Context: an optimization exercise on an open-source flow, tuned for small area. The choices shown serve that exercise and are no tape-out recipe.
At most, simulation tests tie the RTL to the original design; equivalence was not proved.

==> trial 83: inputs <==
Design pipelined_cordic, start of the top module:
module pipelined_cordic(
    input Clk, Rst,
    input signed [15:0] x_in, y_in,
    output signed [15:0] magnitude,
    output signed [15:0] angle
);
Settings: LEC_CHECK=0, CAP_MARGIN=20, CORE_MARGIN=2, CORE_UTILIZATION=40, CTS_BUF_LIST=sky130_fd_sc_hd__clkbuf_8, CTS_CLUSTER_DIAMETER=80, CTS_CLUSTER_SIZE=16, PLACE_DENSITY=0.6, SLEW_MARGIN=20, SYNTH_HIERARCHICAL=1, SYNTH_MINIMUM_KEEP_SIZE=0; clock period 4.5 ns.
standard.sh (not shown) runs the stock make flow with config.mk's settings and CLKGATE_MAP_FILE= SYNTH_SCRIPT=/design/flow/synth_recipe.tcl, a recipe that flattens the netlist after the stock synthesis.
==> flow/flow/run.sh <==
#!/bin/bash
# Standard layout; the port buffers use the smallest buffer cell and the
# clock tree is built without dummy loads.
set -euo pipefail
export BUFFER_PORTS_ARGS="-buffer_cell sky130_fd_sc_hd__buf_1"
export CTS_ARGS="-sink_clustering_enable -repair_clock_nets -sink_clustering_size 16 -sink_clustering_max_diameter 80 -buf_list sky130_fd_sc_hd__clkbuf_8 -dont_use_dummy_load"
bash standard.sh > standard.log 2>&1
==> inputs of build 13, as changes to trial 83 <==
- CORE_UTILIZATION: 40 -> 60
- CTS_BUF_LIST: sky130_fd_sc_hd__clkbuf_8 -> unset
- CTS_CLUSTER_DIAMETER: 80 -> unset
- CTS_CLUSTER_SIZE: 16 -> unset
- PLACE_DENSITY: 0.6 -> 0.75
==> comparison table <==
item                                                    build 13       trial 83
Post CTS Setup Buffer Count                                    0              1
All-Layer GR Usage                                         16.3%          11.3%
Clk cell area share                                        2.51%          2.54%
HPWL reported at the end of detailed placement         20,600 um      21,500 um
Worst hold path startpoint                                 x0[9]          d9[4]
Transition time of the tightest slew-check pin          0.648 ns       0.542 ns
Met2 wirelength from detailed routing                  13,800 um      14,900 um
Routed vias/inst                                            4.78           4.30
Non-clk bufs                                                  88             92
Utilization of the core after routing                      65.3%          44.3%
Cell count after placement                                 1,977          2,204
Min cycle time layout                                    4.33 ns        4.34 ns
Timing-limited maximum frequency                         231 MHz        230 MHz
Worst-path clk slew                                      0.10 ns        0.09 ns
Met1 usage                                                 19.0%          11.9%
Wire length of the first global-routing pass           47,200 um      48,700 um
Area of the multi-input gates                      0.00869 sq mm  0.00873 sq mm
Average wire length per cell after detail routing        13.0 um        12.1 um
Result of the run                       timing/DRC/antenna clean  timing/DRC/antenna clean
Fraction of area in multi-input gates                      39.7%          39.2%
Resized Gates After CTS                                        0              6
Area Overhead vs Synth                                     7.25%          9.00%
Function was not checked in any run of this note: the RTL went through the layout flow alone.

---

==> inputs of umber <==
Another version of the RTL of pipelined_cordic (not shown whole).
Settings: LEC_CHECK=0, CAP_MARGIN=20, CORE_MARGIN=2, CORE_UTILIZATION=40, CTS_BUF_LIST=sky130_fd_sc_hd__clkbuf_8, CTS_CLUSTER_DIAMETER=70, CTS_CLUSTER_SIZE=19, PLACE_DENSITY=0.6, SLEW_MARGIN=20, SYNTH_HIERARCHICAL=1, SYNTH_MINIMUM_KEEP_SIZE=0; clock period 4.5 ns.
run.sh (not shown) runs the stock make flow with config.mk's settings and CLKGATE_MAP_FILE= SYNTH_SCRIPT=/design/flow/synth_recipe.tcl, a recipe that flattens the netlist after the stock synthesis.
Stock flow here: none of the scripts above is used.
==> quartz: changes against umber <==
--- a/flow/config.mk
+++ b/flow/config.mk
@@ -11,4 +11,4 @@
 export CTS_BUF_LIST = sky130_fd_sc_hd__clkbuf_8
-export CTS_CLUSTER_DIAMETER = 70
-export CTS_CLUSTER_SIZE = 19
+export CTS_CLUSTER_DIAMETER = 80
+export CTS_CLUSTER_SIZE = 16
 export PLACE_DENSITY = 0.6
==> reports/results.txt <==
CTS Buf Count: 42
Routed WL per cell: 13.5 um
Slew headroom: 49.8%
CP arrival: 4.82 ns
Vias/cell: 4.37
status: timing/DRC/antenna clean
area taken by multi-input logic gates: 10700 um^2
nets: 2095
-- figures above: quartz

==> reports/results.txt <==
Routed WL per cell: 13.5 um
status: timing/DRC/antenna clean
post-synthesis mux area share: 4.21%
CTS root buf: clkbuf_8
Worst R2R Setup Slack: 0.15 ns
Slew headroom: 49.7%
area taken by multi-input logic gates: 10700 um^2
CP arrival: 4.85 ns
CTS Buf Count: 38
tap cells: 756
Vias/cell: 4.37
CP endpoint kind: flop
GPL Wtd Cong: 0.765
layout cells sized above 1: 8.31%
-- figures above: umber

Function was not checked in any run of this note: the RTL went through the layout flow alone.

---

==> inputs of trial 25 <==
Another version of the RTL of pipelined_cordic (not shown whole).
Settings: LEC_CHECK=0, CAP_MARGIN=20, CORE_MARGIN=2, CORE_UTILIZATION=40, CTS_BUF_LIST=sky130_fd_sc_hd__clkbuf_16, CTS_CLUSTER_DIAMETER=100, CTS_CLUSTER_SIZE=30, PLACE_DENSITY=0.6, SLEW_MARGIN=20; clock period 4.5 ns.
==> trial 14: changes against trial 25 <==
- CTS_BUF_LIST: sky130_fd_sc_hd__clkbuf_16 -> sky130_fd_sc_hd__clkbuf_4
- CTS_CLUSTER_DIAMETER: 100 -> not set
- CTS_CLUSTER_SIZE: 30 -> not set
==> build 7: changes against trial 25 <==
- CTS_BUF_LIST: sky130_fd_sc_hd__clkbuf_16 -> not set
- CTS_CLUSTER_DIAMETER: 100 -> not set
- CTS_CLUSTER_SIZE: 30 -> not set
==> trial 49: changes against trial 25 <==
- CTS_BUF_LIST: sky130_fd_sc_hd__clkbuf_16 -> sky130_fd_sc_hd__clkbuf_8
- CTS_CLUSTER_DIAMETER: 100 -> 80
- CTS_CLUSTER_SIZE: 30 -> 16
==> summary.txt <==
Syn-to-layout area delta: 14.82%
Worst-margin pin slew: 0.9462 ns
Status: complete, no violations
Total length of routed met3 wires: 1.858 mm
Final cell count without fillers: 3326
Final Cell Area: 0.02760 mm2
R2r startpoint: d13[11]
CP bufs+invs: 2
Multi-input combinational area share: 44.97%
Final-layout clock-cell area share: 6.595%
Most frequent cells in the layout: 514 x dfxtp_1, 266 x xnor2_1, 219 x ha_1, 203 x clkbuf_4, 147 x xor2_1
# the run above: trial 14

==> summary.txt <==
Final cell count without fillers: 3116
Final-layout clock-cell area share: 2.496%
Most frequent cells in the layout: 514 x dfxtp_1, 268 x xnor2_1, 222 x ha_1, 147 x xor2_1, 128 x a21oi_1
Status: complete, no violations
Syn-to-layout area delta: 9.660%
R2r startpoint: d13[11]
Worst-margin pin slew: 0.9811 ns
CP bufs+invs: 3
# the run above: trial 49

==> summary.txt <==
Slowest stage cell, crit path: fa_2
Starting Density: 40.58%
Crit. Startpoint: d11[8]
Most frequent CP cell: buf_4
Critical path data arrival time: 4.74 ns
Final cell count without fillers: 3100
Final-layout clock-cell area share: 2.501%
Multi-input combinational area share: 46.83%
Most frequent cells in the layout: 514 x dfxtp_1, 267 x xnor2_1, 219 x ha_1, 147 x xor2_1, 128 x a21oi_1
Worst hold path class: reg -> reg
R2r startpoint: d11[8]
Status: complete, no violations
# the run above: trial 25

==> summary.txt <==
R2r startpoint: d13[11]
Multi-input combinational area share: 44.70%
Status: complete, no violations
Final-layout clock-cell area share: 7.094%
Most frequent cells in the layout: 514 x dfxtp_1, 267 x xnor2_1, 218 x ha_1, 147 x xor2_1, 127 x a21oi_1
Syn-to-layout area delta: 15.56%
Final Cell Area: 0.02778 mm2
Worst-margin pin slew: 0.9350 ns
# the run above: build 7

[what the ideal ports hide]
Ports are ideal in the flow. The routed layouts listed here were re-timed in OpenROAD.
Step 1 assumes that a clkbuf_16 drives the clock port and a buf_2 every other input.
Step 2 moves the port delays by t, midway between the first and last clock arrival at a register: inputs arrive t later, outputs are due t later. That takes back most of the time a late clock gives input paths.
a / b / c = no drivers / after step 1 / after step 2; a / b = the first two.
run | t, ns | slack for setup (ns) | hold slack, ns | latest minus earliest clock arrival (ns) | worst data-port slew with drivers (ns)
trial 83 | 0.627 | 0.160 / 0.160 / 0.160 | 0.299 / 0.299 / 0.299 | 0.093 / 0.093 | 0.03
build 13 | 0.586 | 0.171 / 0.171 / 0.171 | 0.297 / 0.297 / 0.297 | 0.048 / 0.048 | 0.03
umber | 0.661 | 0.153 / 0.153 / 0.153 | 0.328 / 0.328 / 0.328 | 0.030 / 0.029 | 0.03
quartz | 0.659 | 0.175 / 0.175 / 0.175 | 0.328 / 0.328 / 0.328 | 0.034 / 0.035 | 0.03
trial 25 | 0.629 | 0.256 / 0.256 / 0.256 | 0.322 / 0.322 / 0.322 | 0.020 / 0.020 | 0.04
trial 14 | 1.000 | 0.159 / 0.159 / 0.159 | 0.295 / 0.295 / 0.295 | 0.054 / 0.054 | 0.04
build 7 | 0.681 | 0.119 / 0.119 / 0.119 | 0.299 / 0.299 / 0.299 | 0.030 / 0.031 | 0.04
trial 49 | 0.679 | 0.239 / 0.239 / 0.239 | 0.317 / 0.317 / 0.317 | 0.033 / 0.032 | 0.04
After both steps every run listed still meets setup and hold.
